Source: an optimization exercise on an open RTL-to-GDS flow (aim: small area). Production flows keep margins and buffers that such runs may drop. RTL that was checked went through simulation tests only; none was proved equivalent to the original.

==> xenon: inputs <==
Design synthesizer, start of the top module:
module synthesizer(clk, rst, sw, freq, sig, seg);
    input clk;           
    input rst;           
    input [4:0] sw;      
    input [11:0] freq;   
    output [15:0] sig;   
    output [6:0] seg;    
    wire sq;
    wire [12:0] saw_q;
    wire saw_x, saw_valid;
    wire [15:0] sig_sine;
    display disp_ (.freq(freq), .segOut(seg));
    osc_square squosc_ (.freq(freq), .clk(clk), .rst(rst), .sq(sq));
    osc_tri_saw trisawsc_ (.freq(freq), .clk(clk), .rst(rst),
                           .q(saw_q), .X(saw_x), .valid(saw_valid));
    osc_sine sinesc_ (.freq(freq), .clk(clk), .rst(rst), .sin(sig_sine));
    sig_adder sigadd_ (.clk(clk), .rst(rst), .sw(sw), .sq(sq), .q(saw_q),
                       .X(saw_x), .saw_valid(saw_valid), .sig_sine(sig_sine), .sig(sig));
endmodule
==> module osc_tri_saw, before the edit <==
module osc_tri_saw(freq, clk, rst, q, X, valid);
    input [11:0] freq;
    input clk;
    input rst;
    output [12:0] q;
    output X;
    output valid;
    reg [12:0] cc;
    reg [4:0] ckey;
    wire [4:0] key;
    wire [12:0] pnow, period;
    note_key nk (.freq(freq), .key(key));
    period_table ptn (.key(key), .period(pnow));
    period_table ptc (.key(ckey), .period(period));
    wire [12:0] cnext;
    wire wrap;
    inc_rc #(13) inc (.a(cc), .ci(1'b1), .s(cnext), .co());
    add_rc #(13) cmp (.a(cnext), .b(~pnow), .ci(1'b1), .s(), .co(wrap));
    always @(posedge clk) begin
        if (rst) begin
            cc <= 13'h1fff;
        end else begin
            cc <= wrap ? 13'd0 : cnext;
        end
        ckey <= key;
    end
    assign valid = ~&cc;
    wire [12:0] lo;
    wire z;
    inc_rc #(13) neg (.a(~cc), .ci(1'b1), .s(lo), .co(z));
    wire [12:0] np = ~period;
    wire [12:0] r [0:13];
    assign r[13] = ~lo & {13{~z}};
    genvar i;
    generate
        for (i = 12; i >= 0; i = i - 1) begin : st_
            div_step #(14, 13) ds (.a({r[i+1], lo[i]}), .nb({1'b1, np}), .q(q[i]), .r(r[i]));
        end
    endgenerate
    add_rc #(14) cmpx (.a({cc, 1'b0}), .b({1'b1, np}), .ci(1'b1), .s(), .co(X));
endmodule
==> module sig_adder, before the edit <==
module sig_adder(clk, rst, sw, sq, q, X, saw_valid, sig_sine, sig);
    input clk;
    input rst;
    input [4:0] sw;
    input sq;
    input [12:0] q;
    input X;
    input saw_valid;
    input [15:0] sig_sine;
    output reg [15:0] sig;
    reg [15:0] sig_noise;
    wire [15:0] noise_next = { sig_noise[14:0], sig_noise[15] ^ sig_noise[14] ^ sig_noise[12] ^ sig_noise[3] };
    wire v1 = sw[1] & saw_valid;
    wire v2 = sw[2] & saw_valid;
    wire xb = X & v1;
    wire [15:0] a = {{3{xb}}, q & {13{v1}}};
    wire [15:0] b = {1'b0, (q ^ {13{X}}) & {13{v2}}, 2'b00};
    wire [15:0] c = v2 ? (sw[0] ? (sq ? 16'hF003 : 16'hD004) : 16'hE004)
                       : (sw[0] ? (sq ? 16'h0FFF : 16'hF000) : 16'h0000);
    wire [15:0] d = sw[3] ? sig_sine : 16'd0;
    wire [15:0] e = sw[4] ? noise_next : 16'd0;
    wire [15:0] s1 = a ^ b ^ c;
    wire [15:0] c1 = {(a[14:0] & b[14:0]) | (a[14:0] & c[14:0]) | (b[14:0] & c[14:0]), 1'b0};
    wire [15:0] s2 = s1 ^ c1 ^ d;
    wire [15:0] c2 = {(s1[14:0] & c1[14:0]) | (s1[14:0] & d[14:0]) | (c1[14:0] & d[14:0]), 1'b0};
    wire [15:0] s3 = s2 ^ c2 ^ e;
    wire [15:0] c3 = {(s2[14:0] & c2[14:0]) | (s2[14:0] & e[14:0]) | (c2[14:0] & e[14:0]), 1'b0};
    wire [15:0] sum;
    add_rc #(16) fin (.a(s3), .b(c3), .ci(xb), .s(sum), .co());
    always @(posedge clk) begin
        if (rst) begin
            sig <= 0;
            sig_noise <= 773;
        end else begin
            sig <= sum;
            if (sw[4]) sig_noise <= noise_next;
        end
    end
endmodule
==> module synthesizer, before the edit <==
module synthesizer(clk, rst, sw, freq, sig, seg);
    input clk;           
    input rst;           
    input [4:0] sw;      
    input [11:0] freq;   
    output [15:0] sig;   
    output [6:0] seg;    
    wire sq;
    wire [12:0] saw_q;
    wire saw_x, saw_valid;
    wire [15:0] sig_sine;
    display disp_ (.freq(freq), .segOut(seg));
    osc_square squosc_ (.freq(freq), .clk(clk), .rst(rst), .sq(sq));
    osc_tri_saw trisawsc_ (.freq(freq), .clk(clk), .rst(rst),
                           .q(saw_q), .X(saw_x), .valid(saw_valid));
    osc_sine sinesc_ (.freq(freq), .clk(clk), .rst(rst), .sin(sig_sine));
    sig_adder sigadd_ (.clk(clk), .rst(rst), .sw(sw), .sq(sq), .q(saw_q),
                       .X(saw_x), .saw_valid(saw_valid), .sig_sine(sig_sine), .sig(sig));
endmodule
==> flow/config.mk <==
export PLATFORM = sky130hd
export DESIGN_NAME = synthesizer
export DESIGN_NICKNAME = synthesizer
export VERILOG_FILES = /design/flow/design.v
export SDC_FILE = /design/flow/constraint.sdc
export NUM_CORES = 4
export LEC_CHECK = 0
export CAP_MARGIN = 5
export CORE_MARGIN = 2
export CORE_UTILIZATION = 60
export CTS_BUF_LIST = sky130_fd_sc_hd__clkbuf_4 sky130_fd_sc_hd__clkbuf_8
export PLACE_DENSITY = 0.75
export SLEW_MARGIN = 5
==> flow/constraint.sdc <==
create_clock -name core_clock -period 500.0 [get_ports {clk}]
set_input_delay 100.0000 -clock core_clock [delete_from_list [all_inputs] [get_ports {clk}]]
set_output_delay 100.0000 -clock core_clock [all_outputs]
set_load 0.01 [all_outputs]
run.sh (not shown) runs the stock make flow with config.mk's settings and CLKGATE_MAP_FILE= SYNTH_SCRIPT=/design/flow/synth_recipe.tcl, a recipe that flattens the netlist after the stock synthesis.
==> fjord: changes against xenon <==
--- a/flow/design.v
+++ b/flow/design.v
@@ -166,12 +166,12 @@
     end
 endmodule
 `timescale 1ns / 1ps
-module osc_tri_saw(freq, clk, rst, q, X, valid);
+module osc_tri_saw(freq, clk, rst, sig_saw, sig_tri, valid);
     input [11:0] freq;
     input clk;
     input rst;
-    output [12:0] q;
-    output X;
+    output [15:0] sig_saw;
+    output [15:0] sig_tri;
     output valid;
     reg [12:0] cc;
     reg [4:0] ckey;
@@ -193,19 +193,30 @@
         ckey <= key;
     end
     assign valid = ~&cc;
-    wire [12:0] lo;
-    wire z;
-    inc_rc #(13) neg (.a(~cc), .ci(1'b1), .s(lo), .co(z));
+    wire [12:0] cinv = ~cc;
+    wire [12:0] hi, lo;
+    wire nz;
+    inc_rc #(13) neg (.a(cinv), .ci(1'b1), .s(lo), .co());      
+    add_rc #(13) dec (.a(cc), .b(13'h1fff), .ci(1'b0), .s(hi), .co(nz));   
     wire [12:0] np = ~period;
     wire [12:0] r [0:13];
-    assign r[13] = ~lo & {13{~z}};
+    wire [12:0] q;
+    assign r[13] = nz ? hi : 13'd0;
     genvar i;
     generate
         for (i = 12; i >= 0; i = i - 1) begin : st_
             div_step #(14, 13) ds (.a({r[i+1], lo[i]}), .nb({1'b1, np}), .q(q[i]), .r(r[i]));
         end
     endgenerate
+    wire X;
     add_rc #(14) cmpx (.a({cc, 1'b0}), .b({1'b1, np}), .ci(1'b1), .s(), .co(X));
+    wire [12:0] q1;
+    inc_rc #(13) incq (.a(q), .ci(1'b1), .s(q1), .co());
+    assign sig_saw = X ? {3'b111, q1} : {3'b000, q};
+    wire [12:0] mag = q ^ {13{X}};
+    wire [13:0] t;
+    add_rc #(14) tadd (.a({1'b0, mag}), .b(14'h3801), .ci(1'b0), .s(t), .co());
+    assign sig_tri = {t, 2'b00};
 endmodule
 `timescale 1ns / 1ps
 module osc_sine(freq, clk, rst, sin);
@@ -303,25 +314,21 @@
     assign sin = s[31:16];
 endmodule
 `timescale 1ns / 1ps
-module sig_adder(clk, rst, sw, sq, q, X, saw_valid, sig_sine, sig);
+module sig_adder(clk, rst, sw, sq, sig_saw, sig_tri, saw_valid, sig_sine, sig);
     input clk;
     input rst;
     input [4:0] sw;
     input sq;
-    input [12:0] q;
-    input X;
+    input [15:0] sig_saw;
+    input [15:0] sig_tri;
     input saw_valid;
     input [15:0] sig_sine;
     output reg [15:0] sig;
     reg [15:0] sig_noise;
     wire [15:0] noise_next = { sig_noise[14:0], sig_noise[15] ^ sig_noise[14] ^ sig_noise[12] ^ sig_noise[3] };
-    wire v1 = sw[1] & saw_valid;
-    wire v2 = sw[2] & saw_valid;
-    wire xb = X & v1;
-    wire [15:0] a = {{3{xb}}, q & {13{v1}}};
-    wire [15:0] b = {1'b0, (q ^ {13{X}}) & {13{v2}}, 2'b00};
-    wire [15:0] c = v2 ? (sw[0] ? (sq ? 16'hF003 : 16'hD004) : 16'hE004)
-                       : (sw[0] ? (sq ? 16'h0FFF : 16'hF000) : 16'h0000);
+    wire [15:0] a = sw[0] ? (sq ? 16'h0FFF : 16'hF000) : 16'd0;
+    wire [15:0] b = (sw[1] & saw_valid) ? sig_saw : 16'd0;
+    wire [15:0] c = (sw[2] & saw_valid) ? sig_tri : 16'd0;
     wire [15:0] d = sw[3] ? sig_sine : 16'd0;
     wire [15:0] e = sw[4] ? noise_next : 16'd0;
     wire [15:0] s1 = a ^ b ^ c;
@@ -331,7 +338,7 @@
     wire [15:0] s3 = s2 ^ c2 ^ e;
     wire [15:0] c3 = {(s2[14:0] & c2[14:0]) | (s2[14:0] & e[14:0]) | (c2[14:0] & e[14:0]), 1'b0};
     wire [15:0] sum;
-    add_rc #(16) fin (.a(s3), .b(c3), .ci(xb), .s(sum), .co());
+    add_rc #(16) fin (.a(s3), .b(c3), .ci(1'b0), .s(sum), .co());
     always @(posedge clk) begin
         if (rst) begin
             sig <= 0;
@@ -351,16 +358,15 @@
     output [15:0] sig;   
     output [6:0] seg;    
     wire sq;
-    wire [12:0] saw_q;
-    wire saw_x, saw_valid;
-    wire [15:0] sig_sine;
+    wire [15:0] sig_saw, sig_tri, sig_sine;
+    wire saw_valid;
     display disp_ (.freq(freq), .segOut(seg));
     osc_square squosc_ (.freq(freq), .clk(clk), .rst(rst), .sq(sq));
     osc_tri_saw trisawsc_ (.freq(freq), .clk(clk), .rst(rst),
-                           .q(saw_q), .X(saw_x), .valid(saw_valid));
+                           .sig_saw(sig_saw), .sig_tri(sig_tri), .valid(saw_valid));
     osc_sine sinesc_ (.freq(freq), .clk(clk), .rst(rst), .sin(sig_sine));
-    sig_adder sigadd_ (.clk(clk), .rst(rst), .sw(sw), .sq(sq), .q(saw_q),
-                       .X(saw_x), .saw_valid(saw_valid), .sig_sine(sig_sine), .sig(sig));
+    sig_adder sigadd_ (.clk(clk), .rst(rst), .sw(sw), .sq(sq), .sig_saw(sig_saw),
+                       .sig_tri(sig_tri), .saw_valid(saw_valid), .sig_sine(sig_sine), .sig(sig));
 endmodule
 module add_rc #(parameter W = 8) (a, b, ci, s, co);
     input [W-1:0] a, b;
==> flow/config.mk (replaced) <==
export PLATFORM = sky130hd
export DESIGN_NAME = synthesizer
export DESIGN_NICKNAME = synthesizer
export VERILOG_FILES = /design/flow/design.v
export SDC_FILE = /design/flow/constraint.sdc
export NUM_CORES = 4
export LEC_CHECK = 0
export CAP_MARGIN = 20
export CORE_MARGIN = 2
export CORE_UTILIZATION = 40
export PLACE_DENSITY = 0.6
export SLEW_MARGIN = 20
==> comparison <==
In xenon the register-to-register slack is worse than in fjord, by 310 ps.
Clock skew: fjord is lower than xenon (24 ps).
Of fjord and xenon, fjord has the higher die area (gap 53%, measured against xenon).
In xenon the cell area is smaller than in fjord, by 4.0%.
In xenon the wire length is lower than in fjord, by 6.9%.
==> figures <==
| quantity | fjord | xenon |
|---|---|---|
| Arrival time worst endpoint | 102110 ps | 102270 ps |
| Share of the clock period used by the worst path after layout | 0.404 | 0.405 |
| Share of final layout cell area taken by non-clock buffers | 0.0250 | 0.0233 |
| H-tree levels | 1 | 2 |
| Number of inserted filler cells in the final layout | 5494 | 3064 |
| Chip Height | 245 um | 199 um |
| Measured slew at the worst slew-check pin | 1020 ps | 1190 ps |
| Hpwl dp | 43.5 mm | 40.3 mm |
| Share of the synthesized netlist area taken by xor and xnor gates | 0.0245 | 0.0243 |
| Post-Syn Area per Cell | 9.78 um2 | 9.84 um2 |
| Utilization after layout | 0.441 | 0.651 |
| Result of the run | finished clean | finished clean |
| Setup slack after layout | 297890 ps | 297730 ps |
Function not checked in xenon: the RTL went through the layout flow alone.

static timing again, ports no longer ideal:
The flow's constraints put no driver on any port. The routed layouts listed below were extracted and timed again, unchanged, in two steps. Step 1: set_driving_cell puts a clkbuf_16 on clk and a buf_2 on each other input, an assumption about the parent block. Step 2, shift: input delay + t, output delay - t, t = (earliest + latest rising clock arrival at the registers) / 2. This alone moves slack from input paths to output paths. Three values: ideal ports, drivers, drivers and shift; two values: the first two.
run | t (ns) | slack for setup (ns) | hold WS [ns] | worst slew at a driven data input, ns
xenon | 0.643 | 297.734 / 297.713 / 297.713 | 0.466 / 0.466 / 0.466 | 0.04
fjord | 0.628 | 297.885 / 297.865 / 297.865 | 0.462 / 0.462 / 0.462 | 0.04
After both steps every run listed still meets setup and hold. The setup slack of xenon, which loses most, moves by -0.021 ns with the drivers and by -0.021 ns with both steps.
